This design comes from an exercise in tuning for small area and a short achievable clock period on the open sky130 flow, not from production work. Function was checked by simulation only, so behaviour that the tests miss may differ from the original. Power figures rest on the tool's default switching activity, not on a simulated workload.

## flow/design.v (module list and top-level ports; edited modules follow where they fit)
// module MAC: 3507 lines
module MAC(
	clk,
	rst_n,
	in_valid,
	in_mode,
	in_act,
	in_wgt,
	out_act_idx,
	out_wgt_idx,
	out_idx,
	out_valid,
	out_data,
	out_finish
);
  // ...
==> flow/flow/run.sh <==
#!/bin/bash
# Layout flow: the standard flow, except that synthesis skips Yosys's early
# "abc -fast" pass (SYNTH_ARGS=-noabc), so the full adders the RTL spells out
# map to full-adder cells without inverters between them. The registers keep
# the standard synthesis's instance names and cell types: the standard
# synthesis is run first for reference, and if the two differ in anything but
# the names, its netlist is used unchanged. Ports are buffered with buf_2 rather
# than the delay cell buffer_ports picks by default. Each step logs to a file here.
set -u
RES=$PWD/orfs/results/$FLOW_PLATFORM/MAC/base

bash standard.sh synth > 1_synth_standard.log 2>&1 || exit 1
cp "$RES/1_2_yosys.v" standard_netlist.v

bash standard.sh clean_synth > 1_clean.log 2>&1
if SYNTH_ARGS=-noabc bash standard.sh "$RES/1_2_yosys.v" > 1_synth_noabc.log 2>&1 &&
   python3 flow/match_regs.py standard_netlist.v "$RES/1_2_yosys.v" > 1_match_regs.log 2>&1; then
  echo "using the netlist synthesized without the early ABC pass" >> 1_match_regs.log
else
  echo "falling back to the standard netlist" >> 1_match_regs.log
  bash standard.sh clean_synth >> 1_clean.log 2>&1
  bash standard.sh synth > 1_synth_standard2.log 2>&1 || exit 1
fi

export BUFFER_PORTS_ARGS="-buffer_cell sky130_fd_sc_hd__buf_2"
bash standard.sh > 2_layout.log 2>&1
==> flow/flow/match_regs.py <==
#!/usr/bin/env python3
"""Give the registers of a netlist the instance names of a reference netlist.

usage: match_regs.py REF.v NET.v

Both netlists come from the same RTL; register instance names have the form
<register bit>$<Yosys flip-flop type>, and the type part can differ between two
syntheses (an enable or reset absorbed with the other polarity). Each register
of NET.v is renamed to the reference register with the same register bit. NET.v
is rewritten only if both hold the same register bits in the same cell types;
otherwise the script exits with status 1 and leaves NET.v alone.
"""
import re
import sys

INST = re.compile(r'^(\s*)(sky130_fd_sc_hd__\w+)(\s+)(\S+)(\s*\()')
SEQ = re.compile(r'sky130_fd_sc_hd__(df|edf|sdf|dl)')


def regs(lines):
    found = {}
    for k, line in enumerate(lines):
        m = INST.match(line)
        if not m or not SEQ.match(m.group(2)):
            continue
        name = m.group(4)
        plain = name[1:] if name.startswith('\\') else name
        cut = plain.rfind('$_')
        base = plain[:cut] if cut >= 0 else plain
        if base in found:
            raise SystemExit(f"two registers share the bit name {base}")
        found[base] = (m.group(2), name, k)
    return found


def main():
    ref_lines = open(sys.argv[1]).read().split('\n')
    net_lines = open(sys.argv[2]).read().split('\n')
    ref, net = regs(ref_lines), regs(net_lines)
    if set(ref) != set(net):
        print("register bits differ:", sorted(set(ref) ^ set(net))[:20])
        return 1
    bad = [b for b in ref if ref[b][0] != net[b][0]]
    if bad:
        print("cell types differ:", [(b, ref[b][0], net[b][0]) for b in bad[:20]])
        return 1
    renamed = 0
    for b, (cell, name, k) in net.items():
        new = ref[b][1]
        if new != name:
            m = INST.match(net_lines[k])
            net_lines[k] = m.group(1) + cell + m.group(3) + new + \
                (' ' if new.startswith('\\') and not m.group(5).startswith(' ') else '') + \
                m.group(5) + net_lines[k][m.end():]
            renamed += 1
    open(sys.argv[2], 'w').write('\n'.join(net_lines))
    print(f"{len(net)} registers, {renamed} renamed")
    return 0


if __name__ == '__main__':
    sys.exit(main())
==> flow/standard.sh <==
#!/bin/bash
# synth_recipe.tcl (not shown) runs the flow's synth.tcl, then flattens the netlist and writes it again
# the make line also repeats each setting of config.mk as NAME=value (left out here)
make -C /OpenROAD-flow-scripts/flow DESIGN_CONFIG=/design/flow/config.mk WORK_HOME=/design/flow/orfs CLKGATE_MAP_FILE= SYNTH_SCRIPT=/design/flow/synth_recipe.tcl "${@:-finish}"
==> flow/config.mk <==
export PLATFORM = sky130hd
export DESIGN_NAME = MAC
export DESIGN_NICKNAME = MAC
export VERILOG_FILES = /design/flow/design.v
export SDC_FILE = /design/flow/constraint.sdc
export NUM_CORES = 4
export LEC_CHECK = 0
export CAP_MARGIN = 20
export CORE_MARGIN = 2
export CORE_UTILIZATION = 40
export CTS_BUF_LIST = sky130_fd_sc_hd__clkbuf_8
export SETUP_SLACK_MARGIN = 4.0
export SLEW_MARGIN = 20
==> flow/constraint.sdc <==
create_clock -name core_clock -period 8.4 [get_ports {clk}]
set_input_delay 1.6800 -clock core_clock [delete_from_list [all_inputs] [get_ports {clk}]]
set_output_delay 1.6800 -clock core_clock [all_outputs]
set_load 0.01 [all_outputs]
==> results list, run 1 <==
- Reg area: 12000 µm²
- Filler Cell Count: 9467
- The initial utilization of the core area, before any placement, comes to 40.3%.
- The detailed router put a total of 53500 µm of wire on met1.
- Internal power contribution: 9150 µW
- The most used flip-flop cell after synthesis is edfxtp_1.
- For the finished layout, the period the worst path requires is 4340 ps.
- The worst setup path is of the reg2reg kind.
- For this run, the number of Yosys warnings is 1.
- Number of sinks handled by clock tree synthesis: 464
- Summing the areas of all compound-gate instances in the mapped netlist gives 4.54% of the synthesized area.
* Post-detailed-placement cell area: 43800 µm²
- Clock root buffer: clkbuf_8
- The wire-length estimate of the detail-placed layout is 99800 µm.
* RD Place Congestion: 0.943
- Worst VDD drop: 0.246 mV
- Once the clock tree was built, the resizer swapped 36 gates to a different size.
- Async set-or-reset flop fraction in the synthesized netlist: 2.59%
* Hold Path Stages: 1
- The detailed router finished its first iteration with 4215 violations.
- Chip Width: 327 µm
- Ranked by total cell area, the synthesized netlist is headed by fa_1 47%, edfxtp_1 18%, nor2_1 11%, dfxtp_1 9.4%, ha_1 2.8%.
- met2 is the most crowded layer.
- Max Clock Freq: 231 MHz
* # hold bufs at CTS: 0
- Of the total power, the clock network draws 13.6%.
- Outcome: complete, no violations
- Power attributed to combinational cells is 10400 µW.
* Core area: 103000 µm²
- Clock-pin slew was measured on the worst setup and hold paths at 60 ps.
- The die is 327 µm tall.
- Entering global routing, the biggest net connects 91 pins.
- Mux cell area share after synthesis: 0.0481%
* Net switching component of the power: 7170 µW
- By instance count, the cell type seen most on the critical path is fa_1.
- Critical path launch point: wr[21]
- Summed over all nets, wire length on met2 after detailed routing comes to 63800 µm.
==> run 2: changes to the inputs <==
--- a/flow/design.v
+++ b/flow/design.v
@@ -545,39 +545,76 @@
 wire fs0_124 = fs0_122 ^ fc0_116 ^ fs0_123;
 wire fc0_124 = (fs0_122 & fc0_116) | (fs0_122 & fs0_123) | (fc0_116 & fs0_123);
 wire fs0_125 = fc0_117 ^ fc0_118 ^ fs0_124;
 wire fc0_125 = (fc0_117 & fc0_118) | (fc0_117 & fs0_124) | (fc0_118 & fs0_124);
 wire fs0_126 = fc0_120 ^ fc0_121 ^ fc0_122;
 wire fc0_126 = (fc0_120 & fc0_121) | (fc0_120 & fc0_122) | (fc0_121 & fc0_122);
 wire fs0_127 = fc0_123 ^ fs0_126 ^ fc0_124;
 wire fc0_127 = (fc0_123 & fs0_126) | (fc0_123 & fc0_124) | (fs0_126 & fc0_124);
-logic [10:0] r0_0, r0_1;    
+wire lo0_0_s = fs0_4;
+wire lo0_1_s = fs0_13 ^ fs0_14;
+wire lo0_1_c = fs0_13 & fs0_14;
+wire lo0_2_s = fs0_32 ^ lo0_1_c;
+wire lo0_2_c = fs0_32 & lo0_1_c;
+wire lo0_3_s = fc0_32 ^ fs0_58 ^ lo0_2_c;
+wire lo0_3_c = (fc0_32 & fs0_58) | (fc0_32 & lo0_2_c) | (fs0_58 & lo0_2_c);
+logic [3:0] rs0;    
+logic rc0;         
+logic [10:0] rx0, ry0;    
 always @(posedge clk) begin
-	r0_0[0] <= fs0_4;
-	r0_0[1] <= fs0_13;
-	r0_1[1] <= fs0_14;
-	r0_0[2] <= fs0_32;
-	r0_0[3] <= fc0_32;
-	r0_1[3] <= fs0_58;
-	r0_0[4] <= fs0_84;
-	r0_0[5] <= fc0_84;
-	r0_1[5] <= fs0_105;
-	r0_0[6] <= fc0_105;
-	r0_1[6] <= fs0_119;
-	r0_0[7] <= fc0_119;
-	r0_1[7] <= fs0_125;
-	r0_0[8] <= fc0_125;
-	r0_1[8] <= fs0_127;
-	r0_0[9] <= fc0_126;
-	r0_1[9] <= fc0_127;
+	rs0[0] <= lo0_0_s;
+	rs0[1] <= lo0_1_s;
+	rs0[2] <= lo0_2_s;
+	rs0[3] <= lo0_3_s;
+	rc0 <= lo0_3_c;
+	rx0[4] <= fs0_84;
+	rx0[5] <= fc0_84;
+	ry0[5] <= fs0_105;
+	rx0[6] <= fc0_105;
+	ry0[6] <= fs0_119;
+	rx0[7] <= fc0_119;
+	ry0[7] <= fs0_125;
+	rx0[8] <= fc0_125;
+	ry0[8] <= fs0_127;
+	rx0[9] <= fc0_126;
+	ry0[9] <= fc0_127;
 end
-wire [10:0] t0_0 = {1'b0 , r0_0[9] , r0_0[8] , r0_0[7] , r0_0[6] , r0_0[5] , r0_0[4] , r0_0[3] , r0_0[2] , r0_0[1] , r0_0[0]};
-wire [10:0] t0_1 = {1'b0 , r0_1[9] , r0_1[8] , r0_1[7] , r0_1[6] , r0_1[5] , 1'b0 , r0_1[3] , 1'b0 , r0_1[1] , 1'b0};
-assign out_data[0] = {1'b0, t0_0 + t0_1};
+wire hp0_5 = rx0[5] ^ ry0[5];
+wire hg0_5 = rx0[5] & ry0[5];
+wire hp0_6 = rx0[6] ^ ry0[6];
+wire hg0_6 = rx0[6] & ry0[6];
+wire hp0_7 = rx0[7] ^ ry0[7];
+wire hg0_7 = rx0[7] & ry0[7];
+wire hp0_8 = rx0[8] ^ ry0[8];
+wire hg0_8 = rx0[8] & ry0[8];
+wire hp0_9 = rx0[9] ^ ry0[9];
+wire hg0_9 = rx0[9] & ry0[9];
+wire ks0_g1_4 = 1'b0 | (rx0[4] & rc0);
+wire ks0_p1_5 = hp0_5 & rx0[4];
+wire ks0_g1_6 = hg0_6 | (hp0_6 & hg0_5);
+wire ks0_p1_6 = hp0_6 & hp0_5;
+wire ks0_g1_7 = hg0_7 | (hp0_7 & hg0_6);
+wire ks0_p1_7 = hp0_7 & hp0_6;
+wire ks0_g1_8 = hg0_8 | (hp0_8 & hg0_7);
+wire ks0_p1_8 = hp0_8 & hp0_7;
+wire ks0_g1_9 = hg0_9 | (hp0_9 & hg0_8);
+wire ks0_p1_9 = hp0_9 & hp0_8;
+wire ks0_g2_5 = hg0_5 | (ks0_p1_5 & rc0);
+wire ks0_g2_6 = ks0_g1_6 | (ks0_p1_6 & ks0_g1_4);
+wire ks0_g2_7 = ks0_g1_7 | (ks0_p1_7 & hg0_5);
+wire ks0_p2_7 = ks0_p1_7 & ks0_p1_5;
+wire ks0_g2_8 = ks0_g1_8 | (ks0_p1_8 & ks0_g1_6);
+wire ks0_p2_8 = ks0_p1_8 & ks0_p1_6;
+wire ks0_g2_9 = ks0_g1_9 | (ks0_p1_9 & ks0_g1_7);
+wire ks0_p2_9 = ks0_p1_9 & ks0_p1_7;
+wire ks0_g3_7 = ks0_g2_7 | (ks0_p2_7 & rc0);
+wire ks0_g3_8 = ks0_g2_8 | (ks0_p2_8 & ks0_g1_4);
+wire ks0_g3_9 = ks0_g2_9 | (ks0_p2_9 & ks0_g2_5);
+assign out_data[0] = {1'b0, (1'b0 ^ ks0_g3_9), (hp0_9 ^ ks0_g3_8), (hp0_8 ^ ks0_g3_7), (hp0_7 ^ ks0_g2_6), (hp0_6 ^ ks0_g2_5), (hp0_5 ^ ks0_g1_4), (rx0[4] ^ rc0), rs0[3], rs0[2], rs0[1], rs0[0]};
 wire q1_0_00 = (~a1[0][0]) & (~wr[0][0]);
 wire q1_0_01 = (~a1[0][0]) & (~wr[0][1]);
 wire q1_0_02 = (~a1[0][0]) & (~wr[0][2]);
 wire q1_0_03 = (~a1[0][0]) & (~wr[0][3]);
 wire q1_0_10 = (~a1[0][1]) & (~wr[0][0]);
 wire q1_0_11 = (~a1[0][1]) & (~wr[0][1]);
 wire q1_0_12 = (~a1[0][1]) & (~wr[0][2]);
 wire q1_0_13 = (~a1[0][1]) & (~wr[0][3]);
@@ -966,39 +1003,76 @@
 wire fs1_124 = fs1_122 ^ fc1_116 ^ fs1_123;
 wire fc1_124 = (fs1_122 & fc1_116) | (fs1_122 & fs1_123) | (fc1_116 & fs1_123);
 wire fs1_125 = fc1_117 ^ fc1_118 ^ fs1_124;
 wire fc1_125 = (fc1_117 & fc1_118) | (fc1_117 & fs1_124) | (fc1_118 & fs1_124);
 wire fs1_126 = fc1_120 ^ fc1_121 ^ fc1_122;
 wire fc1_126 = (fc1_120 & fc1_121) | (fc1_120 & fc1_122) | (fc1_121 & fc1_122);
 wire fs1_127 = fc1_123 ^ fs1_126 ^ fc1_124;
 wire fc1_127 = (fc1_123 & fs1_126) | (fc1_123 & fc1_124) | (fs1_126 & fc1_124);
-logic [10:0] r1_0, r1_1;    
+wire lo1_0_s = fs1_4;
+wire lo1_1_s = fs1_13 ^ fs1_14;
+wire lo1_1_c = fs1_13 & fs1_14;
+wire lo1_2_s = fs1_32 ^ lo1_1_c;
+wire lo1_2_c = fs1_32 & lo1_1_c;
+wire lo1_3_s = fc1_32 ^ fs1_58 ^ lo1_2_c;
+wire lo1_3_c = (fc1_32 & fs1_58) | (fc1_32 & lo1_2_c) | (fs1_58 & lo1_2_c);
+logic [3:0] rs1;    
+logic rc1;         
+logic [10:0] rx1, ry1;    
 always @(posedge clk) begin
-	r1_0[0] <= fs1_4;
-	r1_0[1] <= fs1_13;
-	r1_1[1] <= fs1_14;
-	r1_0[2] <= fs1_32;
-	r1_0[3] <= fc1_32;
-	r1_1[3] <= fs1_58;
-	r1_0[4] <= fs1_84;
-	r1_0[5] <= fc1_84;
-	r1_1[5] <= fs1_105;
-	r1_0[6] <= fc1_105;
-	r1_1[6] <= fs1_119;
-	r1_0[7] <= fc1_119;
-	r1_1[7] <= fs1_125;
-	r1_0[8] <= fc1_125;
-	r1_1[8] <= fs1_127;
-	r1_0[9] <= fc1_126;
-	r1_1[9] <= fc1_127;
+	rs1[0] <= lo1_0_s;
+	rs1[1] <= lo1_1_s;
+	rs1[2] <= lo1_2_s;
+	rs1[3] <= lo1_3_s;
+	rc1 <= lo1_3_c;
+	rx1[4] <= fs1_84;
+	rx1[5] <= fc1_84;
+	ry1[5] <= fs1_105;
+	rx1[6] <= fc1_105;
+	ry1[6] <= fs1_119;
+	rx1[7] <= fc1_119;
+	ry1[7] <= fs1_125;
+	rx1[8] <= fc1_125;
+	ry1[8] <= fs1_127;
+	rx1[9] <= fc1_126;
+	ry1[9] <= fc1_127;
 end
-wire [10:0] t1_0 = {1'b0 , r1_0[9] , r1_0[8] , r1_0[7] , r1_0[6] , r1_0[5] , r1_0[4] , r1_0[3] , r1_0[2] , r1_0[1] , r1_0[0]};
-wire [10:0] t1_1 = {1'b0 , r1_1[9] , r1_1[8] , r1_1[7] , r1_1[6] , r1_1[5] , 1'b0 , r1_1[3] , 1'b0 , r1_1[1] , 1'b0};
-assign out_data[1] = {1'b0, t1_0 + t1_1};
+wire hp1_5 = rx1[5] ^ ry1[5];
+wire hg1_5 = rx1[5] & ry1[5];
+wire hp1_6 = rx1[6] ^ ry1[6];
+wire hg1_6 = rx1[6] & ry1[6];
+wire hp1_7 = rx1[7] ^ ry1[7];
+wire hg1_7 = rx1[7] & ry1[7];
+wire hp1_8 = rx1[8] ^ ry1[8];
+wire hg1_8 = rx1[8] & ry1[8];
+wire hp1_9 = rx1[9] ^ ry1[9];
+wire hg1_9 = rx1[9] & ry1[9];
+wire ks1_g1_4 = 1'b0 | (rx1[4] & rc1);
+wire ks1_p1_5 = hp1_5 & rx1[4];
+wire ks1_g1_6 = hg1_6 | (hp1_6 & hg1_5);
+wire ks1_p1_6 = hp1_6 & hp1_5;
+wire ks1_g1_7 = hg1_7 | (hp1_7 & hg1_6);
+wire ks1_p1_7 = hp1_7 & hp1_6;
+wire ks1_g1_8 = hg1_8 | (hp1_8 & hg1_7);
+wire ks1_p1_8 = hp1_8 & hp1_7;
+wire ks1_g1_9 = hg1_9 | (hp1_9 & hg1_8);
+wire ks1_p1_9 = hp1_9 & hp1_8;
+wire ks1_g2_5 = hg1_5 | (ks1_p1_5 & rc1);
+wire ks1_g2_6 = ks1_g1_6 | (ks1_p1_6 & ks1_g1_4);
+wire ks1_g2_7 = ks1_g1_7 | (ks1_p1_7 & hg1_5);
+wire ks1_p2_7 = ks1_p1_7 & ks1_p1_5;
+wire ks1_g2_8 = ks1_g1_8 | (ks1_p1_8 & ks1_g1_6);
+wire ks1_p2_8 = ks1_p1_8 & ks1_p1_6;
+wire ks1_g2_9 = ks1_g1_9 | (ks1_p1_9 & ks1_g1_7);
+wire ks1_p2_9 = ks1_p1_9 & ks1_p1_7;
+wire ks1_g3_7 = ks1_g2_7 | (ks1_p2_7 & rc1);
+wire ks1_g3_8 = ks1_g2_8 | (ks1_p2_8 & ks1_g1_4);
+wire ks1_g3_9 = ks1_g2_9 | (ks1_p2_9 & ks1_g2_5);
+assign out_data[1] = {1'b0, (1'b0 ^ ks1_g3_9), (hp1_9 ^ ks1_g3_8), (hp1_8 ^ ks1_g3_7), (hp1_7 ^ ks1_g2_6), (hp1_6 ^ ks1_g2_5), (hp1_5 ^ ks1_g1_4), (rx1[4] ^ rc1), rs1[3], rs1[2], rs1[1], rs1[0]};
 wire q2_0_00 = (~a2[0][0]) & (~wr[0][0]);
 wire q2_0_01 = (~a2[0][0]) & (~wr[0][1]);
 wire q2_0_02 = (~a2[0][0]) & (~wr[0][2]);
 wire q2_0_03 = (~a2[0][0]) & (~wr[0][3]);
 wire q2_0_10 = (~a2[0][1]) & (~wr[0][0]);
 wire q2_0_11 = (~a2[0][1]) & (~wr[0][1]);
 wire q2_0_12 = (~a2[0][1]) & (~wr[0][2]);
 wire q2_0_13 = (~a2[0][1]) & (~wr[0][3]);
@@ -1387,39 +1461,76 @@
 wire fs2_124 = fs2_122 ^ fc2_116 ^ fs2_123;
 wire fc2_124 = (fs2_122 & fc2_116) | (fs2_122 & fs2_123) | (fc2_116 & fs2_123);
 wire fs2_125 = fc2_117 ^ fc2_118 ^ fs2_124;
 wire fc2_125 = (fc2_117 & fc2_118) | (fc2_117 & fs2_124) | (fc2_118 & fs2_124);
 wire fs2_126 = fc2_120 ^ fc2_121 ^ fc2_122;
 wire fc2_126 = (fc2_120 & fc2_121) | (fc2_120 & fc2_122) | (fc2_121 & fc2_122);
 wire fs2_127 = fc2_123 ^ fs2_126 ^ fc2_124;
 wire fc2_127 = (fc2_123 & fs2_126) | (fc2_123 & fc2_124) | (fs2_126 & fc2_124);
-logic [10:0] r2_0, r2_1;    
+wire lo2_0_s = fs2_4;
+wire lo2_1_s = fs2_13 ^ fs2_14;
+wire lo2_1_c = fs2_13 & fs2_14;
+wire lo2_2_s = fs2_32 ^ lo2_1_c;
+wire lo2_2_c = fs2_32 & lo2_1_c;
+wire lo2_3_s = fc2_32 ^ fs2_58 ^ lo2_2_c;
+wire lo2_3_c = (fc2_32 & fs2_58) | (fc2_32 & lo2_2_c) | (fs2_58 & lo2_2_c);
+logic [3:0] rs2;    
+logic rc2;         
+logic [10:0] rx2, ry2;    
 always @(posedge clk) begin
-	r2_0[0] <= fs2_4;
-	r2_0[1] <= fs2_13;
-	r2_1[1] <= fs2_14;
-	r2_0[2] <= fs2_32;
-	r2_0[3] <= fc2_32;
-	r2_1[3] <= fs2_58;
-	r2_0[4] <= fs2_84;
-	r2_0[5] <= fc2_84;
-	r2_1[5] <= fs2_105;
-	r2_0[6] <= fc2_105;
-	r2_1[6] <= fs2_119;
-	r2_0[7] <= fc2_119;
-	r2_1[7] <= fs2_125;
-	r2_0[8] <= fc2_125;
-	r2_1[8] <= fs2_127;
-	r2_0[9] <= fc2_126;
-	r2_1[9] <= fc2_127;
+	rs2[0] <= lo2_0_s;
+	rs2[1] <= lo2_1_s;
+	rs2[2] <= lo2_2_s;
+	rs2[3] <= lo2_3_s;
+	rc2 <= lo2_3_c;
+	rx2[4] <= fs2_84;
+	rx2[5] <= fc2_84;
+	ry2[5] <= fs2_105;
+	rx2[6] <= fc2_105;
+	ry2[6] <= fs2_119;
+	rx2[7] <= fc2_119;
+	ry2[7] <= fs2_125;
+	rx2[8] <= fc2_125;
+	ry2[8] <= fs2_127;
+	rx2[9] <= fc2_126;
+	ry2[9] <= fc2_127;
 end
-wire [10:0] t2_0 = {1'b0 , r2_0[9] , r2_0[8] , r2_0[7] , r2_0[6] , r2_0[5] , r2_0[4] , r2_0[3] , r2_0[2] , r2_0[1] , r2_0[0]};
-wire [10:0] t2_1 = {1'b0 , r2_1[9] , r2_1[8] , r2_1[7] , r2_1[6] , r2_1[5] , 1'b0 , r2_1[3] , 1'b0 , r2_1[1] , 1'b0};
-assign out_data[2] = {1'b0, t2_0 + t2_1};
+wire hp2_5 = rx2[5] ^ ry2[5];
+wire hg2_5 = rx2[5] & ry2[5];
+wire hp2_6 = rx2[6] ^ ry2[6];
+wire hg2_6 = rx2[6] & ry2[6];
+wire hp2_7 = rx2[7] ^ ry2[7];
+wire hg2_7 = rx2[7] & ry2[7];
+wire hp2_8 = rx2[8] ^ ry2[8];
+wire hg2_8 = rx2[8] & ry2[8];
+wire hp2_9 = rx2[9] ^ ry2[9];
+wire hg2_9 = rx2[9] & ry2[9];
+wire ks2_g1_4 = 1'b0 | (rx2[4] & rc2);
+wire ks2_p1_5 = hp2_5 & rx2[4];
+wire ks2_g1_6 = hg2_6 | (hp2_6 & hg2_5);
+wire ks2_p1_6 = hp2_6 & hp2_5;
+wire ks2_g1_7 = hg2_7 | (hp2_7 & hg2_6);
+wire ks2_p1_7 = hp2_7 & hp2_6;
+wire ks2_g1_8 = hg2_8 | (hp2_8 & hg2_7);
+wire ks2_p1_8 = hp2_8 & hp2_7;
+wire ks2_g1_9 = hg2_9 | (hp2_9 & hg2_8);
+wire ks2_p1_9 = hp2_9 & hp2_8;
+wire ks2_g2_5 = hg2_5 | (ks2_p1_5 & rc2);
+wire ks2_g2_6 = ks2_g1_6 | (ks2_p1_6 & ks2_g1_4);
+wire ks2_g2_7 = ks2_g1_7 | (ks2_p1_7 & hg2_5);
+wire ks2_p2_7 = ks2_p1_7 & ks2_p1_5;
+wire ks2_g2_8 = ks2_g1_8 | (ks2_p1_8 & ks2_g1_6);
+wire ks2_p2_8 = ks2_p1_8 & ks2_p1_6;
+wire ks2_g2_9 = ks2_g1_9 | (ks2_p1_9 & ks2_g1_7);
+wire ks2_p2_9 = ks2_p1_9 & ks2_p1_7;
+wire ks2_g3_7 = ks2_g2_7 | (ks2_p2_7 & rc2);
+wire ks2_g3_8 = ks2_g2_8 | (ks2_p2_8 & ks2_g1_4);
+wire ks2_g3_9 = ks2_g2_9 | (ks2_p2_9 & ks2_g2_5);
+assign out_data[2] = {1'b0, (1'b0 ^ ks2_g3_9), (hp2_9 ^ ks2_g3_8), (hp2_8 ^ ks2_g3_7), (hp2_7 ^ ks2_g2_6), (hp2_6 ^ ks2_g2_5), (hp2_5 ^ ks2_g1_4), (rx2[4] ^ rc2), rs2[3], rs2[2], rs2[1], rs2[0]};
 wire q3_0_00 = (~a3[0][0]) & (~wr[0][0]);
 wire q3_0_01 = (~a3[0][0]) & (~wr[0][1]);
 wire q3_0_02 = (~a3[0][0]) & (~wr[0][2]);
 wire q3_0_03 = (~a3[0][0]) & (~wr[0][3]);
 wire q3_0_10 = (~a3[0][1]) & (~wr[0][0]);
 wire q3_0_11 = (~a3[0][1]) & (~wr[0][1]);
 wire q3_0_12 = (~a3[0][1]) & (~wr[0][2]);
 wire q3_0_13 = (~a3[0][1]) & (~wr[0][3]);
@@ -1808,39 +1919,76 @@
 wire fs3_124 = fs3_122 ^ fc3_116 ^ fs3_123;
 wire fc3_124 = (fs3_122 & fc3_116) | (fs3_122 & fs3_123) | (fc3_116 & fs3_123);
 wire fs3_125 = fc3_117 ^ fc3_118 ^ fs3_124;
 wire fc3_125 = (fc3_117 & fc3_118) | (fc3_117 & fs3_124) | (fc3_118 & fs3_124);
 wire fs3_126 = fc3_120 ^ fc3_121 ^ fc3_122;
 wire fc3_126 = (fc3_120 & fc3_121) | (fc3_120 & fc3_122) | (fc3_121 & fc3_122);
 wire fs3_127 = fc3_123 ^ fs3_126 ^ fc3_124;
 wire fc3_127 = (fc3_123 & fs3_126) | (fc3_123 & fc3_124) | (fs3_126 & fc3_124);
-logic [10:0] r3_0, r3_1;    
+wire lo3_0_s = fs3_4;
+wire lo3_1_s = fs3_13 ^ fs3_14;
+wire lo3_1_c = fs3_13 & fs3_14;
+wire lo3_2_s = fs3_32 ^ lo3_1_c;
+wire lo3_2_c = fs3_32 & lo3_1_c;
+wire lo3_3_s = fc3_32 ^ fs3_58 ^ lo3_2_c;
+wire lo3_3_c = (fc3_32 & fs3_58) | (fc3_32 & lo3_2_c) | (fs3_58 & lo3_2_c);
+logic [3:0] rs3;    
+logic rc3;         
+logic [10:0] rx3, ry3;    
 always @(posedge clk) begin
-	r3_0[0] <= fs3_4;
-	r3_0[1] <= fs3_13;
-	r3_1[1] <= fs3_14;
-	r3_0[2] <= fs3_32;
-	r3_0[3] <= fc3_32;
-	r3_1[3] <= fs3_58;
-	r3_0[4] <= fs3_84;
-	r3_0[5] <= fc3_84;
-	r3_1[5] <= fs3_105;
-	r3_0[6] <= fc3_105;
-	r3_1[6] <= fs3_119;
-	r3_0[7] <= fc3_119;
-	r3_1[7] <= fs3_125;
-	r3_0[8] <= fc3_125;
-	r3_1[8] <= fs3_127;
-	r3_0[9] <= fc3_126;
-	r3_1[9] <= fc3_127;
+	rs3[0] <= lo3_0_s;
+	rs3[1] <= lo3_1_s;
+	rs3[2] <= lo3_2_s;
+	rs3[3] <= lo3_3_s;
+	rc3 <= lo3_3_c;
+	rx3[4] <= fs3_84;
+	rx3[5] <= fc3_84;
+	ry3[5] <= fs3_105;
+	rx3[6] <= fc3_105;
+	ry3[6] <= fs3_119;
+	rx3[7] <= fc3_119;
+	ry3[7] <= fs3_125;
+	rx3[8] <= fc3_125;
+	ry3[8] <= fs3_127;
+	rx3[9] <= fc3_126;
+	ry3[9] <= fc3_127;
 end
-wire [10:0] t3_0 = {1'b0 , r3_0[9] , r3_0[8] , r3_0[7] , r3_0[6] , r3_0[5] , r3_0[4] , r3_0[3] , r3_0[2] , r3_0[1] , r3_0[0]};
-wire [10:0] t3_1 = {1'b0 , r3_1[9] , r3_1[8] , r3_1[7] , r3_1[6] , r3_1[5] , 1'b0 , r3_1[3] , 1'b0 , r3_1[1] , 1'b0};
-assign out_data[3] = {1'b0, t3_0 + t3_1};
+wire hp3_5 = rx3[5] ^ ry3[5];
+wire hg3_5 = rx3[5] & ry3[5];
+wire hp3_6 = rx3[6] ^ ry3[6];
+wire hg3_6 = rx3[6] & ry3[6];
+wire hp3_7 = rx3[7] ^ ry3[7];
+wire hg3_7 = rx3[7] & ry3[7];
+wire hp3_8 = rx3[8] ^ ry3[8];
+wire hg3_8 = rx3[8] & ry3[8];
+wire hp3_9 = rx3[9] ^ ry3[9];
+wire hg3_9 = rx3[9] & ry3[9];
+wire ks3_g1_4 = 1'b0 | (rx3[4] & rc3);
+wire ks3_p1_5 = hp3_5 & rx3[4];
+wire ks3_g1_6 = hg3_6 | (hp3_6 & hg3_5);
+wire ks3_p1_6 = hp3_6 & hp3_5;
+wire ks3_g1_7 = hg3_7 | (hp3_7 & hg3_6);
+wire ks3_p1_7 = hp3_7 & hp3_6;
+wire ks3_g1_8 = hg3_8 | (hp3_8 & hg3_7);
+wire ks3_p1_8 = hp3_8 & hp3_7;
+wire ks3_g1_9 = hg3_9 | (hp3_9 & hg3_8);
+wire ks3_p1_9 = hp3_9 & hp3_8;
+wire ks3_g2_5 = hg3_5 | (ks3_p1_5 & rc3);
+wire ks3_g2_6 = ks3_g1_6 | (ks3_p1_6 & ks3_g1_4);
+wire ks3_g2_7 = ks3_g1_7 | (ks3_p1_7 & hg3_5);
+wire ks3_p2_7 = ks3_p1_7 & ks3_p1_5;
+wire ks3_g2_8 = ks3_g1_8 | (ks3_p1_8 & ks3_g1_6);
+wire ks3_p2_8 = ks3_p1_8 & ks3_p1_6;
+wire ks3_g2_9 = ks3_g1_9 | (ks3_p1_9 & ks3_g1_7);
+wire ks3_p2_9 = ks3_p1_9 & ks3_p1_7;
+wire ks3_g3_7 = ks3_g2_7 | (ks3_p2_7 & rc3);
+wire ks3_g3_8 = ks3_g2_8 | (ks3_p2_8 & ks3_g1_4);
+wire ks3_g3_9 = ks3_g2_9 | (ks3_p2_9 & ks3_g2_5);
+assign out_data[3] = {1'b0, (1'b0 ^ ks3_g3_9), (hp3_9 ^ ks3_g3_8), (hp3_8 ^ ks3_g3_7), (hp3_7 ^ ks3_g2_6), (hp3_6 ^ ks3_g2_5), (hp3_5 ^ ks3_g1_4), (rx3[4] ^ rc3), rs3[3], rs3[2], rs3[1], rs3[0]};
 wire q4_0_00 = (~a4[0][0]) & (~wr[0][0]);
 wire q4_0_01 = (~a4[0][0]) & (~wr[0][1]);
 wire q4_0_02 = (~a4[0][0]) & (~wr[0][2]);
 wire q4_0_03 = (~a4[0][0]) & (~wr[0][3]);
 wire q4_0_10 = (~a4[0][1]) & (~wr[0][0]);
 wire q4_0_11 = (~a4[0][1]) & (~wr[0][1]);
 wire q4_0_12 = (~a4[0][1]) & (~wr[0][2]);
 wire q4_0_13 = (~a4[0][1]) & (~wr[0][3]);
@@ -2229,39 +2377,76 @@
 wire fs4_124 = fs4_122 ^ fc4_116 ^ fs4_123;
 wire fc4_124 = (fs4_122 & fc4_116) | (fs4_122 & fs4_123) | (fc4_116 & fs4_123);
 wire fs4_125 = fc4_117 ^ fc4_118 ^ fs4_124;
 wire fc4_125 = (fc4_117 & fc4_118) | (fc4_117 & fs4_124) | (fc4_118 & fs4_124);
 wire fs4_126 = fc4_120 ^ fc4_121 ^ fc4_122;
 wire fc4_126 = (fc4_120 & fc4_121) | (fc4_120 & fc4_122) | (fc4_121 & fc4_122);
 wire fs4_127 = fc4_123 ^ fs4_126 ^ fc4_124;
 wire fc4_127 = (fc4_123 & fs4_126) | (fc4_123 & fc4_124) | (fs4_126 & fc4_124);
-logic [10:0] r4_0, r4_1;    
+wire lo4_0_s = fs4_4;
+wire lo4_1_s = fs4_13 ^ fs4_14;
+wire lo4_1_c = fs4_13 & fs4_14;
+wire lo4_2_s = fs4_32 ^ lo4_1_c;
+wire lo4_2_c = fs4_32 & lo4_1_c;
+wire lo4_3_s = fc4_32 ^ fs4_58 ^ lo4_2_c;
+wire lo4_3_c = (fc4_32 & fs4_58) | (fc4_32 & lo4_2_c) | (fs4_58 & lo4_2_c);
+logic [3:0] rs4;    
+logic rc4;         
+logic [10:0] rx4, ry4;    
 always @(posedge clk) begin
-	r4_0[0] <= fs4_4;
-	r4_0[1] <= fs4_13;
-	r4_1[1] <= fs4_14;
-	r4_0[2] <= fs4_32;
-	r4_0[3] <= fc4_32;
-	r4_1[3] <= fs4_58;
-	r4_0[4] <= fs4_84;
-	r4_0[5] <= fc4_84;
-	r4_1[5] <= fs4_105;
-	r4_0[6] <= fc4_105;
-	r4_1[6] <= fs4_119;
-	r4_0[7] <= fc4_119;
-	r4_1[7] <= fs4_125;
-	r4_0[8] <= fc4_125;
-	r4_1[8] <= fs4_127;
-	r4_0[9] <= fc4_126;
-	r4_1[9] <= fc4_127;
+	rs4[0] <= lo4_0_s;
+	rs4[1] <= lo4_1_s;
+	rs4[2] <= lo4_2_s;
+	rs4[3] <= lo4_3_s;
+	rc4 <= lo4_3_c;
+	rx4[4] <= fs4_84;
+	rx4[5] <= fc4_84;
+	ry4[5] <= fs4_105;
+	rx4[6] <= fc4_105;
+	ry4[6] <= fs4_119;
+	rx4[7] <= fc4_119;
+	ry4[7] <= fs4_125;
+	rx4[8] <= fc4_125;
+	ry4[8] <= fs4_127;
+	rx4[9] <= fc4_126;
+	ry4[9] <= fc4_127;
 end
-wire [10:0] t4_0 = {1'b0 , r4_0[9] , r4_0[8] , r4_0[7] , r4_0[6] , r4_0[5] , r4_0[4] , r4_0[3] , r4_0[2] , r4_0[1] , r4_0[0]};
-wire [10:0] t4_1 = {1'b0 , r4_1[9] , r4_1[8] , r4_1[7] , r4_1[6] , r4_1[5] , 1'b0 , r4_1[3] , 1'b0 , r4_1[1] , 1'b0};
-assign out_data[4] = {1'b0, t4_0 + t4_1};
+wire hp4_5 = rx4[5] ^ ry4[5];
+wire hg4_5 = rx4[5] & ry4[5];
+wire hp4_6 = rx4[6] ^ ry4[6];
+wire hg4_6 = rx4[6] & ry4[6];
+wire hp4_7 = rx4[7] ^ ry4[7];
+wire hg4_7 = rx4[7] & ry4[7];
+wire hp4_8 = rx4[8] ^ ry4[8];
+wire hg4_8 = rx4[8] & ry4[8];
+wire hp4_9 = rx4[9] ^ ry4[9];
+wire hg4_9 = rx4[9] & ry4[9];
+wire ks4_g1_4 = 1'b0 | (rx4[4] & rc4);
+wire ks4_p1_5 = hp4_5 & rx4[4];
+wire ks4_g1_6 = hg4_6 | (hp4_6 & hg4_5);
+wire ks4_p1_6 = hp4_6 & hp4_5;
+wire ks4_g1_7 = hg4_7 | (hp4_7 & hg4_6);
+wire ks4_p1_7 = hp4_7 & hp4_6;
+wire ks4_g1_8 = hg4_8 | (hp4_8 & hg4_7);
+wire ks4_p1_8 = hp4_8 & hp4_7;
+wire ks4_g1_9 = hg4_9 | (hp4_9 & hg4_8);
+wire ks4_p1_9 = hp4_9 & hp4_8;
+wire ks4_g2_5 = hg4_5 | (ks4_p1_5 & rc4);
+wire ks4_g2_6 = ks4_g1_6 | (ks4_p1_6 & ks4_g1_4);
+wire ks4_g2_7 = ks4_g1_7 | (ks4_p1_7 & hg4_5);
+wire ks4_p2_7 = ks4_p1_7 & ks4_p1_5;
+wire ks4_g2_8 = ks4_g1_8 | (ks4_p1_8 & ks4_g1_6);
+wire ks4_p2_8 = ks4_p1_8 & ks4_p1_6;
+wire ks4_g2_9 = ks4_g1_9 | (ks4_p1_9 & ks4_g1_7);
+wire ks4_p2_9 = ks4_p1_9 & ks4_p1_7;
+wire ks4_g3_7 = ks4_g2_7 | (ks4_p2_7 & rc4);
+wire ks4_g3_8 = ks4_g2_8 | (ks4_p2_8 & ks4_g1_4);
+wire ks4_g3_9 = ks4_g2_9 | (ks4_p2_9 & ks4_g2_5);
+assign out_data[4] = {1'b0, (1'b0 ^ ks4_g3_9), (hp4_9 ^ ks4_g3_8), (hp4_8 ^ ks4_g3_7), (hp4_7 ^ ks4_g2_6), (hp4_6 ^ ks4_g2_5), (hp4_5 ^ ks4_g1_4), (rx4[4] ^ rc4), rs4[3], rs4[2], rs4[1], rs4[0]};
 wire q5_0_00 = (~a5[0][0]) & (~wr[0][0]);
 wire q5_0_01 = (~a5[0][0]) & (~wr[0][1]);
 wire q5_0_02 = (~a5[0][0]) & (~wr[0][2]);
 wire q5_0_03 = (~a5[0][0]) & (~wr[0][3]);
 wire q5_0_10 = (~a5[0][1]) & (~wr[0][0]);
 wire q5_0_11 = (~a5[0][1]) & (~wr[0][1]);
 wire q5_0_12 = (~a5[0][1]) & (~wr[0][2]);
 wire q5_0_13 = (~a5[0][1]) & (~wr[0][3]);
@@ -2650,39 +2835,76 @@
 wire fs5_124 = fs5_122 ^ fc5_116 ^ fs5_123;
 wire fc5_124 = (fs5_122 & fc5_116) | (fs5_122 & fs5_123) | (fc5_116 & fs5_123);
 wire fs5_125 = fc5_117 ^ fc5_118 ^ fs5_124;
 wire fc5_125 = (fc5_117 & fc5_118) | (fc5_117 & fs5_124) | (fc5_118 & fs5_124);
 wire fs5_126 = fc5_120 ^ fc5_121 ^ fc5_122;
 wire fc5_126 = (fc5_120 & fc5_121) | (fc5_120 & fc5_122) | (fc5_121 & fc5_122);
 wire fs5_127 = fc5_123 ^ fs5_126 ^ fc5_124;
 wire fc5_127 = (fc5_123 & fs5_126) | (fc5_123 & fc5_124) | (fs5_126 & fc5_124);
-logic [10:0] r5_0, r5_1;    
+wire lo5_0_s = fs5_4;
+wire lo5_1_s = fs5_13 ^ fs5_14;
+wire lo5_1_c = fs5_13 & fs5_14;
+wire lo5_2_s = fs5_32 ^ lo5_1_c;
+wire lo5_2_c = fs5_32 & lo5_1_c;
+wire lo5_3_s = fc5_32 ^ fs5_58 ^ lo5_2_c;
+wire lo5_3_c = (fc5_32 & fs5_58) | (fc5_32 & lo5_2_c) | (fs5_58 & lo5_2_c);
+logic [3:0] rs5;    
+logic rc5;         
+logic [10:0] rx5, ry5;    
 always @(posedge clk) begin
-	r5_0[0] <= fs5_4;
-	r5_0[1] <= fs5_13;
-	r5_1[1] <= fs5_14;
-	r5_0[2] <= fs5_32;
-	r5_0[3] <= fc5_32;
-	r5_1[3] <= fs5_58;
-	r5_0[4] <= fs5_84;
-	r5_0[5] <= fc5_84;
-	r5_1[5] <= fs5_105;
-	r5_0[6] <= fc5_105;
-	r5_1[6] <= fs5_119;
-	r5_0[7] <= fc5_119;
-	r5_1[7] <= fs5_125;
-	r5_0[8] <= fc5_125;
-	r5_1[8] <= fs5_127;
-	r5_0[9] <= fc5_126;
-	r5_1[9] <= fc5_127;
+	rs5[0] <= lo5_0_s;
+	rs5[1] <= lo5_1_s;
+	rs5[2] <= lo5_2_s;
+	rs5[3] <= lo5_3_s;
+	rc5 <= lo5_3_c;
+	rx5[4] <= fs5_84;
+	rx5[5] <= fc5_84;
+	ry5[5] <= fs5_105;
+	rx5[6] <= fc5_105;
+	ry5[6] <= fs5_119;
+	rx5[7] <= fc5_119;
+	ry5[7] <= fs5_125;
+	rx5[8] <= fc5_125;
+	ry5[8] <= fs5_127;
+	rx5[9] <= fc5_126;
+	ry5[9] <= fc5_127;
 end
-wire [10:0] t5_0 = {1'b0 , r5_0[9] , r5_0[8] , r5_0[7] , r5_0[6] , r5_0[5] , r5_0[4] , r5_0[3] , r5_0[2] , r5_0[1] , r5_0[0]};
-wire [10:0] t5_1 = {1'b0 , r5_1[9] , r5_1[8] , r5_1[7] , r5_1[6] , r5_1[5] , 1'b0 , r5_1[3] , 1'b0 , r5_1[1] , 1'b0};
-assign out_data[5] = {1'b0, t5_0 + t5_1};
+wire hp5_5 = rx5[5] ^ ry5[5];
+wire hg5_5 = rx5[5] & ry5[5];
+wire hp5_6 = rx5[6] ^ ry5[6];
+wire hg5_6 = rx5[6] & ry5[6];
+wire hp5_7 = rx5[7] ^ ry5[7];
+wire hg5_7 = rx5[7] & ry5[7];
+wire hp5_8 = rx5[8] ^ ry5[8];
+wire hg5_8 = rx5[8] & ry5[8];
+wire hp5_9 = rx5[9] ^ ry5[9];
+wire hg5_9 = rx5[9] & ry5[9];
+wire ks5_g1_4 = 1'b0 | (rx5[4] & rc5);
+wire ks5_p1_5 = hp5_5 & rx5[4];
+wire ks5_g1_6 = hg5_6 | (hp5_6 & hg5_5);
+wire ks5_p1_6 = hp5_6 & hp5_5;
+wire ks5_g1_7 = hg5_7 | (hp5_7 & hg5_6);
+wire ks5_p1_7 = hp5_7 & hp5_6;
+wire ks5_g1_8 = hg5_8 | (hp5_8 & hg5_7);
+wire ks5_p1_8 = hp5_8 & hp5_7;
+wire ks5_g1_9 = hg5_9 | (hp5_9 & hg5_8);
+wire ks5_p1_9 = hp5_9 & hp5_8;
+wire ks5_g2_5 = hg5_5 | (ks5_p1_5 & rc5);
+wire ks5_g2_6 = ks5_g1_6 | (ks5_p1_6 & ks5_g1_4);
+wire ks5_g2_7 = ks5_g1_7 | (ks5_p1_7 & hg5_5);
+wire ks5_p2_7 = ks5_p1_7 & ks5_p1_5;
+wire ks5_g2_8 = ks5_g1_8 | (ks5_p1_8 & ks5_g1_6);
+wire ks5_p2_8 = ks5_p1_8 & ks5_p1_6;
+wire ks5_g2_9 = ks5_g1_9 | (ks5_p1_9 & ks5_g1_7);
+wire ks5_p2_9 = ks5_p1_9 & ks5_p1_7;
+wire ks5_g3_7 = ks5_g2_7 | (ks5_p2_7 & rc5);
+wire ks5_g3_8 = ks5_g2_8 | (ks5_p2_8 & ks5_g1_4);
+wire ks5_g3_9 = ks5_g2_9 | (ks5_p2_9 & ks5_g2_5);
+assign out_data[5] = {1'b0, (1'b0 ^ ks5_g3_9), (hp5_9 ^ ks5_g3_8), (hp5_8 ^ ks5_g3_7), (hp5_7 ^ ks5_g2_6), (hp5_6 ^ ks5_g2_5), (hp5_5 ^ ks5_g1_4), (rx5[4] ^ rc5), rs5[3], rs5[2], rs5[1], rs5[0]};
 wire q6_0_00 = (~a6[0][0]) & (~wr[0][0]);
 wire q6_0_01 = (~a6[0][0]) & (~wr[0][1]);
 wire q6_0_02 = (~a6[0][0]) & (~wr[0][2]);
 wire q6_0_03 = (~a6[0][0]) & (~wr[0][3]);
 wire q6_0_10 = (~a6[0][1]) & (~wr[0][0]);
 wire q6_0_11 = (~a6[0][1]) & (~wr[0][1]);
 wire q6_0_12 = (~a6[0][1]) & (~wr[0][2]);
 wire q6_0_13 = (~a6[0][1]) & (~wr[0][3]);
@@ -3071,39 +3293,76 @@
 wire fs6_124 = fs6_122 ^ fc6_116 ^ fs6_123;
 wire fc6_124 = (fs6_122 & fc6_116) | (fs6_122 & fs6_123) | (fc6_116 & fs6_123);
 wire fs6_125 = fc6_117 ^ fc6_118 ^ fs6_124;
 wire fc6_125 = (fc6_117 & fc6_118) | (fc6_117 & fs6_124) | (fc6_118 & fs6_124);
 wire fs6_126 = fc6_120 ^ fc6_121 ^ fc6_122;
 wire fc6_126 = (fc6_120 & fc6_121) | (fc6_120 & fc6_122) | (fc6_121 & fc6_122);
 wire fs6_127 = fc6_123 ^ fs6_126 ^ fc6_124;
 wire fc6_127 = (fc6_123 & fs6_126) | (fc6_123 & fc6_124) | (fs6_126 & fc6_124);
-logic [10:0] r6_0, r6_1;    
+wire lo6_0_s = fs6_4;
+wire lo6_1_s = fs6_13 ^ fs6_14;
+wire lo6_1_c = fs6_13 & fs6_14;
+wire lo6_2_s = fs6_32 ^ lo6_1_c;
+wire lo6_2_c = fs6_32 & lo6_1_c;
+wire lo6_3_s = fc6_32 ^ fs6_58 ^ lo6_2_c;
+wire lo6_3_c = (fc6_32 & fs6_58) | (fc6_32 & lo6_2_c) | (fs6_58 & lo6_2_c);
+logic [3:0] rs6;    
+logic rc6;         
+logic [10:0] rx6, ry6;    
 always @(posedge clk) begin
-	r6_0[0] <= fs6_4;
-	r6_0[1] <= fs6_13;
-	r6_1[1] <= fs6_14;
-	r6_0[2] <= fs6_32;
-	r6_0[3] <= fc6_32;
-	r6_1[3] <= fs6_58;
-	r6_0[4] <= fs6_84;
-	r6_0[5] <= fc6_84;
-	r6_1[5] <= fs6_105;
-	r6_0[6] <= fc6_105;
-	r6_1[6] <= fs6_119;
-	r6_0[7] <= fc6_119;
-	r6_1[7] <= fs6_125;
-	r6_0[8] <= fc6_125;
-	r6_1[8] <= fs6_127;
-	r6_0[9] <= fc6_126;
-	r6_1[9] <= fc6_127;
+	rs6[0] <= lo6_0_s;
+	rs6[1] <= lo6_1_s;
+	rs6[2] <= lo6_2_s;
+	rs6[3] <= lo6_3_s;
+	rc6 <= lo6_3_c;
+	rx6[4] <= fs6_84;
+	rx6[5] <= fc6_84;
+	ry6[5] <= fs6_105;
+	rx6[6] <= fc6_105;
+	ry6[6] <= fs6_119;
+	rx6[7] <= fc6_119;
+	ry6[7] <= fs6_125;
+	rx6[8] <= fc6_125;
+	ry6[8] <= fs6_127;
+	rx6[9] <= fc6_126;
+	ry6[9] <= fc6_127;
 end
-wire [10:0] t6_0 = {1'b0 , r6_0[9] , r6_0[8] , r6_0[7] , r6_0[6] , r6_0[5] , r6_0[4] , r6_0[3] , r6_0[2] , r6_0[1] , r6_0[0]};
-wire [10:0] t6_1 = {1'b0 , r6_1[9] , r6_1[8] , r6_1[7] , r6_1[6] , r6_1[5] , 1'b0 , r6_1[3] , 1'b0 , r6_1[1] , 1'b0};
-assign out_data[6] = {1'b0, t6_0 + t6_1};
+wire hp6_5 = rx6[5] ^ ry6[5];
+wire hg6_5 = rx6[5] & ry6[5];
+wire hp6_6 = rx6[6] ^ ry6[6];
+wire hg6_6 = rx6[6] & ry6[6];
+wire hp6_7 = rx6[7] ^ ry6[7];
+wire hg6_7 = rx6[7] & ry6[7];
+wire hp6_8 = rx6[8] ^ ry6[8];
+wire hg6_8 = rx6[8] & ry6[8];
+wire hp6_9 = rx6[9] ^ ry6[9];
+wire hg6_9 = rx6[9] & ry6[9];
+wire ks6_g1_4 = 1'b0 | (rx6[4] & rc6);
+wire ks6_p1_5 = hp6_5 & rx6[4];
+wire ks6_g1_6 = hg6_6 | (hp6_6 & hg6_5);
+wire ks6_p1_6 = hp6_6 & hp6_5;
+wire ks6_g1_7 = hg6_7 | (hp6_7 & hg6_6);
+wire ks6_p1_7 = hp6_7 & hp6_6;
+wire ks6_g1_8 = hg6_8 | (hp6_8 & hg6_7);
+wire ks6_p1_8 = hp6_8 & hp6_7;
+wire ks6_g1_9 = hg6_9 | (hp6_9 & hg6_8);
+wire ks6_p1_9 = hp6_9 & hp6_8;
+wire ks6_g2_5 = hg6_5 | (ks6_p1_5 & rc6);
+wire ks6_g2_6 = ks6_g1_6 | (ks6_p1_6 & ks6_g1_4);
+wire ks6_g2_7 = ks6_g1_7 | (ks6_p1_7 & hg6_5);
+wire ks6_p2_7 = ks6_p1_7 & ks6_p1_5;
+wire ks6_g2_8 = ks6_g1_8 | (ks6_p1_8 & ks6_g1_6);
+wire ks6_p2_8 = ks6_p1_8 & ks6_p1_6;
+wire ks6_g2_9 = ks6_g1_9 | (ks6_p1_9 & ks6_g1_7);
+wire ks6_p2_9 = ks6_p1_9 & ks6_p1_7;
+wire ks6_g3_7 = ks6_g2_7 | (ks6_p2_7 & rc6);
+wire ks6_g3_8 = ks6_g2_8 | (ks6_p2_8 & ks6_g1_4);
+wire ks6_g3_9 = ks6_g2_9 | (ks6_p2_9 & ks6_g2_5);
+assign out_data[6] = {1'b0, (1'b0 ^ ks6_g3_9), (hp6_9 ^ ks6_g3_8), (hp6_8 ^ ks6_g3_7), (hp6_7 ^ ks6_g2_6), (hp6_6 ^ ks6_g2_5), (hp6_5 ^ ks6_g1_4), (rx6[4] ^ rc6), rs6[3], rs6[2], rs6[1], rs6[0]};
 wire q7_0_00 = (~a7[0][0]) & (~wr[0][0]);
 wire q7_0_01 = (~a7[0][0]) & (~wr[0][1]);
 wire q7_0_02 = (~a7[0][0]) & (~wr[0][2]);
 wire q7_0_03 = (~a7[0][0]) & (~wr[0][3]);
 wire q7_0_10 = (~a7[0][1]) & (~wr[0][0]);
 wire q7_0_11 = (~a7[0][1]) & (~wr[0][1]);
 wire q7_0_12 = (~a7[0][1]) & (~wr[0][2]);
 wire q7_0_13 = (~a7[0][1]) & (~wr[0][3]);
@@ -3476,32 +3735,69 @@
 wire fs7_124 = fs7_122 ^ fc7_116 ^ fs7_123;
 wire fc7_124 = (fs7_122 & fc7_116) | (fs7_122 & fs7_123) | (fc7_116 & fs7_123);
 wire fs7_125 = fc7_117 ^ fc7_118 ^ fs7_124;
 wire fc7_125 = (fc7_117 & fc7_118) | (fc7_117 & fs7_124) | (fc7_118 & fs7_124);
 wire fs7_126 = fc7_120 ^ fc7_121 ^ fc7_122;
 wire fc7_126 = (fc7_120 & fc7_121) | (fc7_120 & fc7_122) | (fc7_121 & fc7_122);
 wire fs7_127 = fc7_123 ^ fs7_126 ^ fc7_124;
 wire fc7_127 = (fc7_123 & fs7_126) | (fc7_123 & fc7_124) | (fs7_126 & fc7_124);
-logic [10:0] r7_0, r7_1;    
+wire lo7_0_s = fs7_4;
+wire lo7_1_s = fs7_13 ^ fs7_14;
+wire lo7_1_c = fs7_13 & fs7_14;
+wire lo7_2_s = fs7_32 ^ lo7_1_c;
+wire lo7_2_c = fs7_32 & lo7_1_c;
+wire lo7_3_s = fc7_32 ^ fs7_58 ^ lo7_2_c;
+wire lo7_3_c = (fc7_32 & fs7_58) | (fc7_32 & lo7_2_c) | (fs7_58 & lo7_2_c);
+logic [3:0] rs7;    
+logic rc7;         
+logic [10:0] rx7, ry7;    
 always @(posedge clk) begin
-	r7_0[0] <= fs7_4;
-	r7_0[1] <= fs7_13;
-	r7_1[1] <= fs7_14;
-	r7_0[2] <= fs7_32;
-	r7_0[3] <= fc7_32;
-	r7_1[3] <= fs7_58;
-	r7_0[4] <= fs7_84;
-	r7_0[5] <= fc7_84;
-	r7_1[5] <= fs7_105;
-	r7_0[6] <= fc7_105;
-	r7_1[6] <= fs7_119;
-	r7_0[7] <= fc7_119;
-	r7_1[7] <= fs7_125;
-	r7_0[8] <= fc7_125;
-	r7_1[8] <= fs7_127;
-	r7_0[9] <= fc7_126;
-	r7_1[9] <= fc7_127;
+	rs7[0] <= lo7_0_s;
+	rs7[1] <= lo7_1_s;
+	rs7[2] <= lo7_2_s;
+	rs7[3] <= lo7_3_s;
+	rc7 <= lo7_3_c;
+	rx7[4] <= fs7_84;
+	rx7[5] <= fc7_84;
+	ry7[5] <= fs7_105;
+	rx7[6] <= fc7_105;
+	ry7[6] <= fs7_119;
+	rx7[7] <= fc7_119;
+	ry7[7] <= fs7_125;
+	rx7[8] <= fc7_125;
+	ry7[8] <= fs7_127;
+	rx7[9] <= fc7_126;
+	ry7[9] <= fc7_127;
 end
-wire [10:0] t7_0 = {1'b0 , r7_0[9] , r7_0[8] , r7_0[7] , r7_0[6] , r7_0[5] , r7_0[4] , r7_0[3] , r7_0[2] , r7_0[1] , r7_0[0]};
-wire [10:0] t7_1 = {1'b0 , r7_1[9] , r7_1[8] , r7_1[7] , r7_1[6] , r7_1[5] , 1'b0 , r7_1[3] , 1'b0 , r7_1[1] , 1'b0};
-assign out_data[7] = {1'b0, t7_0 + t7_1};
+wire hp7_5 = rx7[5] ^ ry7[5];
+wire hg7_5 = rx7[5] & ry7[5];
+wire hp7_6 = rx7[6] ^ ry7[6];
+wire hg7_6 = rx7[6] & ry7[6];
+wire hp7_7 = rx7[7] ^ ry7[7];
+wire hg7_7 = rx7[7] & ry7[7];
+wire hp7_8 = rx7[8] ^ ry7[8];
+wire hg7_8 = rx7[8] & ry7[8];
+wire hp7_9 = rx7[9] ^ ry7[9];
+wire hg7_9 = rx7[9] & ry7[9];
+wire ks7_g1_4 = 1'b0 | (rx7[4] & rc7);
+wire ks7_p1_5 = hp7_5 & rx7[4];
+wire ks7_g1_6 = hg7_6 | (hp7_6 & hg7_5);
+wire ks7_p1_6 = hp7_6 & hp7_5;
+wire ks7_g1_7 = hg7_7 | (hp7_7 & hg7_6);
+wire ks7_p1_7 = hp7_7 & hp7_6;
+wire ks7_g1_8 = hg7_8 | (hp7_8 & hg7_7);
+wire ks7_p1_8 = hp7_8 & hp7_7;
+wire ks7_g1_9 = hg7_9 | (hp7_9 & hg7_8);
+wire ks7_p1_9 = hp7_9 & hp7_8;
+wire ks7_g2_5 = hg7_5 | (ks7_p1_5 & rc7);
+wire ks7_g2_6 = ks7_g1_6 | (ks7_p1_6 & ks7_g1_4);
+wire ks7_g2_7 = ks7_g1_7 | (ks7_p1_7 & hg7_5);
+wire ks7_p2_7 = ks7_p1_7 & ks7_p1_5;
+wire ks7_g2_8 = ks7_g1_8 | (ks7_p1_8 & ks7_g1_6);
+wire ks7_p2_8 = ks7_p1_8 & ks7_p1_6;
+wire ks7_g2_9 = ks7_g1_9 | (ks7_p1_9 & ks7_g1_7);
+wire ks7_p2_9 = ks7_p1_9 & ks7_p1_7;
+wire ks7_g3_7 = ks7_g2_7 | (ks7_p2_7 & rc7);
+wire ks7_g3_8 = ks7_g2_8 | (ks7_p2_8 & ks7_g1_4);
+wire ks7_g3_9 = ks7_g2_9 | (ks7_p2_9 & ks7_g2_5);
+assign out_data[7] = {1'b0, (1'b0 ^ ks7_g3_9), (hp7_9 ^ ks7_g3_8), (hp7_8 ^ ks7_g3_7), (hp7_7 ^ ks7_g2_6), (hp7_6 ^ ks7_g2_5), (hp7_5 ^ ks7_g1_4), (rx7[4] ^ rc7), rs7[3], rs7[2], rs7[1], rs7[0]};
 endmodule
==> run 2 against run 1 <==
Effect of this change: critical endpoint is now ry6[6]; first-iteration DRC count increased by 1.0%; fmax decreased by 0.26%; combinational power increased by 11%; die area decreased by 0.58%; still clean on timing, DRC and antenna; global-route usage decreased by 0.55 points; wire length decreased by 1.1%; critical path depth decreased by 1; cell count decreased by 0.88%; sequential share of layout area decreased by 0.095 points; clock power increased by 6%.
==> results list, run 2 <==
* Post-detailed-placement cell area: 43600 µm² (was 43800 µm²)
- Capturing element type of the critical path: flip-flop (unchanged)
* Overall fraction of global-route tracks in use: 27.1% (was 27.6%)
- The sink count of the clock tree is 456 (was 464).
- The cell area after synthesis was 41400 µm² (was 41600 µm²).
- The root buffer cell is clkbuf_8 (unchanged).
* Leftover overflow at the end of global routing: 0 (unchanged)
- Area share of the leading cell type in the synthesized netlist: 48.0% (was 47.3%)
- The number of buffers inserted during clock tree synthesis came to 83 (was 84).
- Floorplan die height: 326 µm (was 327 µm)
- Chip Width: 326 µm (was 327 µm)
- Sum of net half-perimeters after detailed placement: 101000 µm (was 99800 µm)
* Layout-stage area growth over the synthesis result: 12.9% (was 13.5%)
* Number of cells traversed by the worst register-to-register path: 8 (was 9)
- Total power after layout: 17600 µW (was 16300 µW)
- The number of unique standard cell types used by synthesis is 47 (was 46).
- The insertion delay to the later sink of the worst-skew pair is 750 ps (was 740 ps).
- Data arrival time at the worst-slack endpoint: 4930 ps (was 4910 ps)
- The part of the power in the clock network is 13.3% (was 13.6%).
* Startpoint type of the worst setup path: flip-flop (unchanged)
- The synthesis-stage register bit count is 456 (was 464).
- The required time of the critical path is 8990 ps (was 8980 ps).
- Final wirelength: 150000 µm (was 152000 µm)
- Number of antenna violations at the first check in global routing: 18 (was 17)
- Row count: 118 (unchanged)
- The setup slack after placement is 3320 ps (was 3600 ps).
- Type of the worst setup path: reg2reg (unchanged)
- The core occupancy in the finished layout is 45.4% (was 45.7%).
- Final hold vios: 0 (unchanged)
* Leading cell type in the layout, fill and taps excluded: nor2_1 (unchanged)
* Start point of the worst min-delay path: cs (unchanged)
- Worst hold endpoint: cs (unchanged)
- Worst Hold Class: reg2reg (unchanged)
* Clock tree from TritonCTS: built (unchanged)
* I/O Buffers: 173 (unchanged)
* Top cells by area, synth: fa_1 48%, edfxtp_1 19%, nor2_1 11%, dfxtp_1 9.1%, ha_1 2.8% (was fa_1 47%, edfxtp_1 18%, nor2_1 11%, dfxtp_1 9.4%, ha_1 2.8%)
- The worst voltage drop across the vdd grid was 0.357 mV (was 0.246 mV).
* Final Instance Area: 46800 µm² (was 47300 µm²)
- Final critical path time including I/O delays and setup: 4350 ps (was 4340 ps)
- Pin count of the biggest net entering global routing: 176 (was 91)
* Count of pins over their slew limit: 0 (unchanged)
* Outcome: complete, no violations (unchanged)
- Reg2reg start: a7[5] (was wr[21])
* Share of total power consumed by net switching: 44.5% (was 43.9%)
- Ports placed on the boundary: 182 (unchanged)
* Hold Path Stages: 1 (unchanged)
* Part of the cycle the worst path needs: 51.8% (was 51.6%)
- Global-route wire length before repair: 208000 µm (was 212000 µm)
- The maximum clock path buffer count is 3 (unchanged).
* Internal power contribution: 9760 µW (was 9150 µW)
* Total negative slack for setup checks: 0 ps (unchanged)
- Endpoint of the worst register-to-register path: ry6[6] (was r0_1[5])
* Number of synthesized flops with an enable pin: 256 (unchanged)
- Via count of the first global-routing pass: 31.4k (was 31.7k)
- Share of layout cells above drive strength 1: 11.7% (was 12.0%)
- Core area: 103000 µm² (about the same)
* Number of violations reported at the end of detailed-routing iteration 0: 4257 (was 4215)
* Mapped Cells: 3560 (was 3581)
- Library cell occupying the most area in the post-synthesis netlist: fa_1 (unchanged)
- The worst clock skew was 51.9 ps (was 61.1 ps).
* Setup repair after global routing missed its margin: yes (unchanged)
- Sequential area share after synthesis: 28.4% (was 28.6%)
- Number of nets with antenna violations after detailed routing: 0 (unchanged)
* Die outline area: 106000 µm² (was 107000 µm²)
- Power share of the sequential group: 21.2% (was 22.4%)
- The post-layout net count is 4908 (was 4944).
- Static power due to leakage: 0.0211 µW (was 0.0215 µW)
* Net switching component of the power: 7830 µW (was 7170 µW)
- Vias/cell: 5.67 (was 5.64)
* Count of vias placed by the detailed router: 29.5k (was 29.6k)
- Synth warn: 1 (unchanged)
- Number of remaining DRC errors: 0 (unchanged)
- Slew at the pin with the worst max-slew slack: 1270 ps (about the same)
- Average instance area after synthesis: 11.6 µm² (about the same)
- The proportion of synthesized flip-flops having asynchronous set or reset is 2.63% (was 2.59%).
- The count of final setup violators was 0 (unchanged).
- The smallest setup slack after layout came to 4050 ps (was 4060 ps).
- Most instantiated cells after synthesis: 1230 x nor2_1, 992 x fa_1, 256 x edfxtp_1 (was 1192 x nor2_1, 984 x fa_1, 256 x edfxtp_1)
- Total number of H-tree levels: 3 (unchanged)
* Clock-pin slew on the worst setup and hold paths: 60 ps (about the same)
- The effective utilization at floorplan came to 40.2% (was 40.3%).
- The combinational cell fraction of total power is 65.5% (was 64.0%).
* Worst reg-to-reg setup slack: 4050 ps (was 4060 ps)
- Commonest cells after routing, fill and taps aside: 1227 x nor2_1, 992 x fa_1, 256 x edfxtp_1 (was 1186 x nor2_1, 982 x fa_1, 256 x edfxtp_1).
- RD Place Congestion: 0.948 (was 0.943)
- The power per unit of standard cell area is 376 nW/µm² (was 345 nW/µm²).
- Critical Path Fanout Max: 9 (was 28)
* Max Clock Freq: 230 MHz (was 231 MHz)
* Max capacitance violation total: 0 (unchanged)
- The first-pass iteration count of the detailed router came to 7 (was 8).
- Detailed-route wire length per cell: 28.8 µm (was 28.9 µm)
- Most frequently used flop master after synthesis: edfxtp_1 (unchanged)
* Remaining max-slew budget at the tightest pin: 14.8% (was 15.1%)
* Most instantiated library cell after synthesis: nor2_1 (unchanged)
- The hold-fix buffer count after cts came to 0 (unchanged).
==> run 2: cell count changes in the layout (fill, tap and decap cells not counted), sizes merged, moves of 12 or more <==
cell,change
o21ai,-12
nor2,+38
nand2,-12
xor2,-18
a21o,-33
buf,-15
==> run 2: power groups by stage <==
| stage | combinational (µW) | clock, µW | sequential (µW) |
|---|---|---|---|
| 2_1_floorplan | 7930 | 0 | 3560 |
| 3_3_place_gp | 11000 | 0 | 3860 |
| 3_5_place_dp | 11400 | 0 | 3850 |
| 4_1_cts | 11600 | 2370 | 3790 |
| 5_1_grt | 13400 | 2460 | 3770 |
| 6_report | 11500 | 2340 | 3740 |
==> run 2: what timing repair did <==
| action | CTS | global route |
|---|---|---|
| endpoints found under the setup margin | 93 | 57 |
| resized for setup | 40 | 55 |
| cloned | 0 | 3 |
| endpoints found under the hold margin | 0 | 0 |
| setup buffers | 14 | 55 |
==> run 2: cell families (layout without fill, tap and decap cells) <==
| group | Yosys count | after routing | synth area share [%] |
|---|---|---|---|
| buf+inv | 357 | 604 | 3.51 |
| other cells | 1 | 17 | 0.00906 |
| fa+ha+maj | 1086 | 1086 | 50.8 |
| mux | 1 | 1 | 0.0544 |
| flops | 456 | 456 | 28.4 |
| simple gates | 1338 | 1338 | 12.5 |
| xor+xnor | 34 | 34 | 0.719 |
| compound gates | 287 | 287 | 4.00 |
==> run 2: per-stage QoR <==
stage | hold WS, ps | instances
after floorplan | 441 | 3567
after global placement | 456 | 4973
after detailed placement | 474 | 4973
after CTS | 488 | 5136
after global routing | 513 | 5198
final | 481 | 5203
==> run 2: critical path, cell delays in order, from the launching register on <==
cell	delay, ps
edfxtp_1	710
nor2_1	160
fa_1	620
fa_1	440
fa_1	410
fa_1	460
fa_1	430
fa_1	530
fa_1	400
==> run 2: per-layer routing <==
layer | up-vias | wire length (µm) | global-route usage [%]
li1 | 11539 | - | -
met1 | 15074 | 53800 | 36.4
met2 | 2399 | 63400 | 39.5
met3 | 476 | 24200 | 9.88
met4 | 24 | 8270 | 11.5
met5 | - | 361 | 0
==> run 2: final cells by class <==
class | count | area, µm²
antenna | 9 | 22.5
clock buffer | 88 | 1210
clock inverter | 61 | 537
fill | 9589 | 56300
inverter | 168 | 631
multi-input combinational | 2754 | 28200
sequential | 456 | 11800
tap | 1380 | 1730
timing repair buffer | 287 | 2560
==> run 2: worst max path at each step <==
stage | startpoint | to | cells after the start
3_3_place_gp | wr[24] | ry5[5] | 9
3_5_place_dp | wr[24] | ry6[5] | 9
6_report | a7[5] | ry6[6] | 8
4_1_cts | wr[29] | ry4[5] | 8
5_1_grt | wr[22] | ry3[6] | 9
2_1_floorplan | wr[22] | ry2[6] | 10

==> separate check: timing with driven ports <==
Ports are ideal in the flow. The routed layouts listed here were re-timed in OpenROAD. Step 1 sets driving cells, clkbuf_16 on the clock port and buf_2 on the other inputs (assumed; they add their load-dependent delay and slew). Step 2 also shifts input and output timing later by t, the mid clock arrival at the registers, as if the neighbouring blocks saw the same clock. Three values: ideal, step 1, step 2; two values: the first two.
| run | t, ns | setup slack, ns | worst hold slack (ns) |
|---|---|---|---|
| run 1 | 0.778 | 4.064 / 4.064 / 4.064 | 0.479 / 0.479 / 0.479 |
| run 2 | 0.790 | 4.053 / 4.053 / 4.053 | 0.481 / 0.481 / 0.481 |
After both steps every run listed still meets setup and hold.
